This is an optimization exercise on Yosys and OpenROAD, whose aim is small area, not a production implementation. The RTL was checked by simulation tests, not by an equivalence proof against the original design. Power figures rest on the tool's default switching activity, not on a simulated workload. No driver is modelled on the clock port, so clocking that relies on it looks cheaper here than on a real chip.

Setup of the reference run:
## VGA_Controller
module	VGA_Controller(
						iRed,
						iGreen,
						iBlue,
						oRequest,
						oVGA_R,
						oVGA_G,
						oVGA_B,
						oVGA_H_SYNC,
						oVGA_V_SYNC,
						oVGA_SYNC,
						oVGA_BLANK,
						iCLK,
						iRST_N,
						iZOOM_MODE_SW,
						oDATA_TO_FLASH,
						oSTART_WRITE,
						oDATA_COUNT,
						pixel_counter,
						iDraw,
						i_key_up,
						i_key_down,
						i_sobel,
						o_vga_test
							);
make LEC_CHECK=0 ABC_AREA=1 CAP_MARGIN=20 CORE_MARGIN=2 CORE_UTILIZATION=70 CTS_CLUSTER_DIAMETER=60 CTS_CLUSTER_SIZE=30 SLEW_MARGIN=20 finish   # period 20.0 ns
run.sh (not shown) runs the stock make flow with config.mk's settings and CLKGATE_MAP_FILE= SYNTH_SCRIPT=/design/flow/synth_recipe.tcl, a recipe that flattens the netlist after the stock synthesis.
Edits applied to the flow inputs when going from the reference run to the trial run:
--- a/flow/design.v
+++ b/flow/design.v
@@ -106,29 +106,28 @@
 	assign t2_lo[g] = r[1601];
 	assign t1_hi[g] = r[K + 800];
 	assign t2_hi[g] = r[K - 1];
 end endgenerate
 wire	[9:0]	x640  = v1 ? {t1_hi[4 + qtr], t1_hi[qtr], t1_lo} : 10'd0;
 wire	[9:0]	x1280 = v2 ? {t2_hi[4 + qtr], t2_hi[qtr], t2_lo} : 10'd0;
-wire	[9:0]	u = iGreen - x1280;
-wire	[9:0]	z = iGreen + x1280 + {x640[8:0], 1'b0};
-reg		[9:0]	u1, u2, z1, z2;
-always @(posedge iCLK or negedge iRST_N) begin
-	if (!iRST_N) begin
-		u1 <= 0; u2 <= 0; z1 <= 0; z2 <= 0;
+reg		[9:0]	p1, p2, x641, x642, x1281, x1282;
+always @(posedge iCLK or negedge iRST_N) begin
+	if (!iRST_N) begin
+		p1 <= 0; p2 <= 0; x641 <= 0; x642 <= 0; x1281 <= 0; x1282 <= 0;
 	end else if (act) begin
-		u1 <= u;  u2 <= u1;
-		z1 <= z;  z2 <= z1;
+		p1 <= iGreen;  p2 <= p1;
+		x641 <= x640;  x642 <= x641;
+		x1281 <= x1280; x1282 <= x1281;
 	end
 end
 function [9:0] abs10;
 	input [9:0] d;
 	abs10 = d[9] ? (~d + 10'd1) : d;
 endfunction
-wire	[9:0]	gx = u + {u1[8:0], 1'b0} + u2;
-wire	[9:0]	gy = z2 - z;
+wire	[9:0]	gx = iGreen + {p1[8:0], 1'b0} + p2 - x1280 - {x1281[8:0], 1'b0} - x1282;
+wire	[9:0]	gy = p2 + {x642[8:0], 1'b0} + x1282 - iGreen - {x640[8:0], 1'b0} - x1280;
 wire	[9:0]	sum = abs10(gx) + abs10(gy);
 wire	[10:0]	q11 = ({1'b0, sum} + 11'd19) / 11'd20;
 wire	[5:0]	q = q11[5:0];
 reg		[5:0]	qp;			 
 reg		[5:0]	q1h;		 
 always @(posedge iCLK or negedge iRST_N) begin
==> comparison <==
[the trial run] global-route usage rose 0.30 points relative to the reference run. Between the reference run and the trial run, area of the die increased. On flip-flop and latch count, the trial run and the reference run are basically level. Relative to the reference run, the final cell area reported for the trial run is higher. The trial run -> the reference run: simple-gate area share of the yosys netlist flat. Diff the reference run -> the trial run: count of clock-buffer cells in the layout closely matched the old numbers, worst-case setup margin in the final layout increased by 0.37 ns relative to the old numbers, met3 capacity usage during global routing closely matched the old numbers, fraction of standard cell area in multi-input logic increased by 0.20 points relative to the old numbers, area of placed instances increased by 1500 um^2 relative to the old numbers. In the trial run, the met1 track demand over resource came out 0.70 points above the value in the reference run. The detailed-routed wire length on met3 reported for the trial run is greater than that of the reference run by about 5%. Between the trial run and the reference run, the mean number of vias per cell figures differ only marginally. | shortest clock period the worst path allows after layout | the trial run vs the reference run | better |.

* * *

VGA_Controller, a different RTL version from the one above (not shown whole).
Size: about 16000 flip-flops.
clock: 20.0 ns
lec_check: 0
abc_area: 1
cap_margin: 20
core_margin: 2
core_utilization: 70
slew_margin: 20
standard.sh (not shown) runs the stock make flow with config.mk's settings and CLKGATE_MAP_FILE= SYNTH_SCRIPT=/design/flow/synth_recipe.tcl, a recipe that flattens the netlist after the stock synthesis.
==> flow/flow/run.sh <==
#!/bin/bash
set -uo pipefail
export CTS_ARGS="-sink_clustering_enable -repair_clock_nets -sink_clustering_size 34 -sink_clustering_max_diameter 60 -dont_use_dummy_load"
export BUFFER_PORTS_ARGS="-buffer_cell sky130_fd_sc_hd__buf_1"
bash standard.sh > standard.log 2>&1
rc=$?
cp -r orfs/logs flow_logs 2>/dev/null
exit $rc
Change:
--- a/flow/design.v
+++ b/flow/design.v
@@ -71,49 +71,51 @@
 	end
 end
 wire h_act = (H_Cont >= 144) && (H_Cont < 784);
 wire v_act = (V_Cont >= 35) && (V_Cont < 515);
 wire act   = h_act && v_act;
 wire c_odd = H_Cont[0];			 
 wire c0    = (H_Cont == 144);	 
 wire c_hi  = (H_Cont >= 782);	 
 wire c_end = (H_Cont == 783);	 
 wire v_odd = V_Cont[0];
-reg				run;
-always @(posedge iCLK or negedge iRST_N) begin
-	if (!iRST_N) run <= 0;
-	else if (act) run <= 1;
-end
+reg		[1:0]	lc;
+always @(posedge iCLK or negedge iRST_N) begin
+	if (!iRST_N) lc <= 0;
+	else if (act && c_end && !lc[1]) lc <= lc + 2'd1;
+end
+wire v1 = lc != 0;
+wire v2 = lc[1];
 reg		[5:0]	k;
 always @(posedge iCLK or negedge iRST_N) begin
 	if (!iRST_N) k <= 6'd15;
 	else if (i_key_up) k <= (k <= 50) ? k + 6'd1 : k;
 	else if (i_key_down) k <= (k >= 1) ? k - 6'd1 : k;
 end
 wire	[1:0]	qtr = (H_Cont < 304) ? 2'd0 : (H_Cont < 464) ? 2'd1 :
 					  (H_Cont < 624) ? 2'd2 : 2'd3;
 wire	[7:0]	t1_lo, t2_lo, t1_hi, t2_hi;
 genvar g;
 generate for (g = 0; g < 8; g = g + 1) begin : PL
 	localparam integer K = 161 + 160 * (g % 4);
 	reg		[1601:0]	r;
 	always @(posedge iCLK) begin
-		r <= {r[1600:0], act ? iGreen[g] : (run & r[1601])};
+		r <= {r[1600:0], act ? iGreen[g] : r[1601]};
 		if (act && qtr == (g % 4)) r[K] <= iGreen[8 + g / 4];
 	end
 	assign t1_lo[g] = r[800];
 	assign t2_lo[g] = r[1601];
 	assign t1_hi[g] = r[K + 800];
 	assign t2_hi[g] = r[K - 1];
 end endgenerate
-wire	[9:0]	x640  = {t1_hi[4 + qtr], t1_hi[qtr], t1_lo};
-wire	[9:0]	x1280 = {t2_hi[4 + qtr], t2_hi[qtr], t2_lo};
+wire	[9:0]	x640  = v1 ? {t1_hi[4 + qtr], t1_hi[qtr], t1_lo} : 10'd0;
+wire	[9:0]	x1280 = v2 ? {t2_hi[4 + qtr], t2_hi[qtr], t2_lo} : 10'd0;
 wire	[9:0]	u = iGreen - x1280;
 wire	[9:0]	z = iGreen + x1280 + {x640[8:0], 1'b0};
 reg		[9:0]	u1, u2, z1, z2;
 always @(posedge iCLK or negedge iRST_N) begin
 	if (!iRST_N) begin
 		u1 <= 0; u2 <= 0; z1 <= 0; z2 <= 0;
 	end else if (act) begin
 		u1 <= u;  u2 <= u1;
 		z1 <= z;  z2 <= z1;
 	end
@@ -141,52 +143,52 @@
 					   (H_Cont < 622) ? 2'd2 : 2'd3;
 wire shift    = act && !c_odd;
 wire prow_odd = c0 ? v_odd : ~v_odd;		 
 wire pr;									 
 wire	[3:0]	h1n, h1l, h2n, h2l, p1n, p1l, p2n, p2l, bq, dq;
 wire			dl;
 generate for (g = 0; g < 4; g = g + 1) begin : QL
 	localparam integer D = 160 + 160 * g;
 	reg		[800:0]		r;
 	always @(posedge iCLK) begin
-		r <= {r[799:0], shift ? pd_h[g] : (run & r[800])};
+		r <= {r[799:0], shift ? pd_h[g] : r[800]};
 		if (shift) r[1] <= pd_p[g];
 		if (shift && qtr == g) begin
 			r[D] <= pr;
-			if (!prow_odd) r[D + 1] <= bq[qtr] | pr;
+			if (!prow_odd) r[D + 1] <= (v1 & bq[qtr]) | pr;
 		end
 	end
 	assign h1n[g] = r[797];  assign h1l[g] = r[636];
 	assign h2n[g] = r[798];  assign h2l[g] = r[637];
 	assign p1n[g] = r[798];  assign p1l[g] = r[637];
 	assign p2n[g] = r[799];  assign p2l[g] = r[638];
 	assign bq[g]  = r[D - 1];
 	assign dq[g]  = r[D - 2];
 	if (g == 0) begin : L0
 		assign dl = r[798];
 	end
 end endgenerate
 wire	late1 = (H_Cont == 781);		 
 wire	late2 = (H_Cont == 782);		 
 wire	c639  = (H_Cont == 783);
 wire	[3:0]	hh = c_odd ? (late1 ? h1l : h1n) : (late2 ? h2l : h2n);
 wire	[3:0]	pp = c_odd ? (late1 ? p1l : p1n) : (late2 ? p2l : p2n);
 wire	[5:0]	mq = c639 ? q1h : {pp[1:0], hh};
 wire			sq = c639 | (c_odd ? pp[2] : pp[3]);
-wire			hit = sq && (mq > k);
+wire			hit = (v1 | late1 | late2 | c639) && sq && (mq > k);
 reg				t1;			 
 always @(posedge iCLK or negedge iRST_N) begin
 	if (!iRST_N) t1 <= 0;
 	else if (act && c_odd) t1 <= hit;
 end
 assign pr = t1 | hit;
-wire fblk = c_hi ? dl : dq[qtr2];
+wire fblk = v1 & (c_hi ? dl : dq[qtr2]);
 reg				Result;
 reg		[15:0]	Ave;
 reg		[4:0]	P_Cont;
 reg				draw;
 wire cap = act && draw && c_odd && v_odd;
 always @(posedge iCLK or negedge iRST_N) begin
 	if (!iRST_N) draw <= 0;
 	else if (oDATA_COUNT >= 7500) draw <= 0;
 	else if (H_Cont == 0 && V_Cont == 0 && iDraw) draw <= 1;
 end
What happened:
- worst setup slack is better by 0.046 ns
- combinational power falls by about 4%
- wire length falls by 2.2%
- area after synthesis barely changes
- sequential share of layout area barely changes
- sequential cell count rises by 1
- power falls by 0.49%

[port drivers added, routing unchanged]
How much do the figures lean on ideal ports? The routed layouts below were timed once more, with nothing changed but the port constraints. Step 1 (the two cells are an assumption about what drives the block):
set clk [get_ports {iCLK}]
set_driving_cell -lib_cell sky130_fd_sc_hd__clkbuf_16 $clk
set_driving_cell -lib_cell sky130_fd_sc_hd__buf_2 [delete_from_list [all_inputs] $clk]
Step 2, shift: input delay + t, output delay - t, t = (earliest + latest rising clock arrival at the registers) / 2. This alone moves slack from input paths to output paths. Three values: ideal ports, drivers, drivers and shift; two values: the first two.
run | t, ns | setup WS [ns] | worst register clock-pin slew, ns
the reference run | 1.161 | 6.699 / 6.794 / 5.633 | 0.11 / 0.11
the trial run | 1.161 | 7.065 / 7.004 / 5.843 | 0.11 / 0.11
the first run of note 2 | 1.111 | 7.360 / 7.446 / 6.335 | 0.12 / 0.12
the second run of note 2 | 1.106 | 7.406 / 7.490 / 6.384 | 0.12 / 0.12
After both steps setup and hold are still met in every run listed. The setup slack of the trial run, which loses most, moves by -0.061 ns with the drivers and by -1.222 ns with both steps.
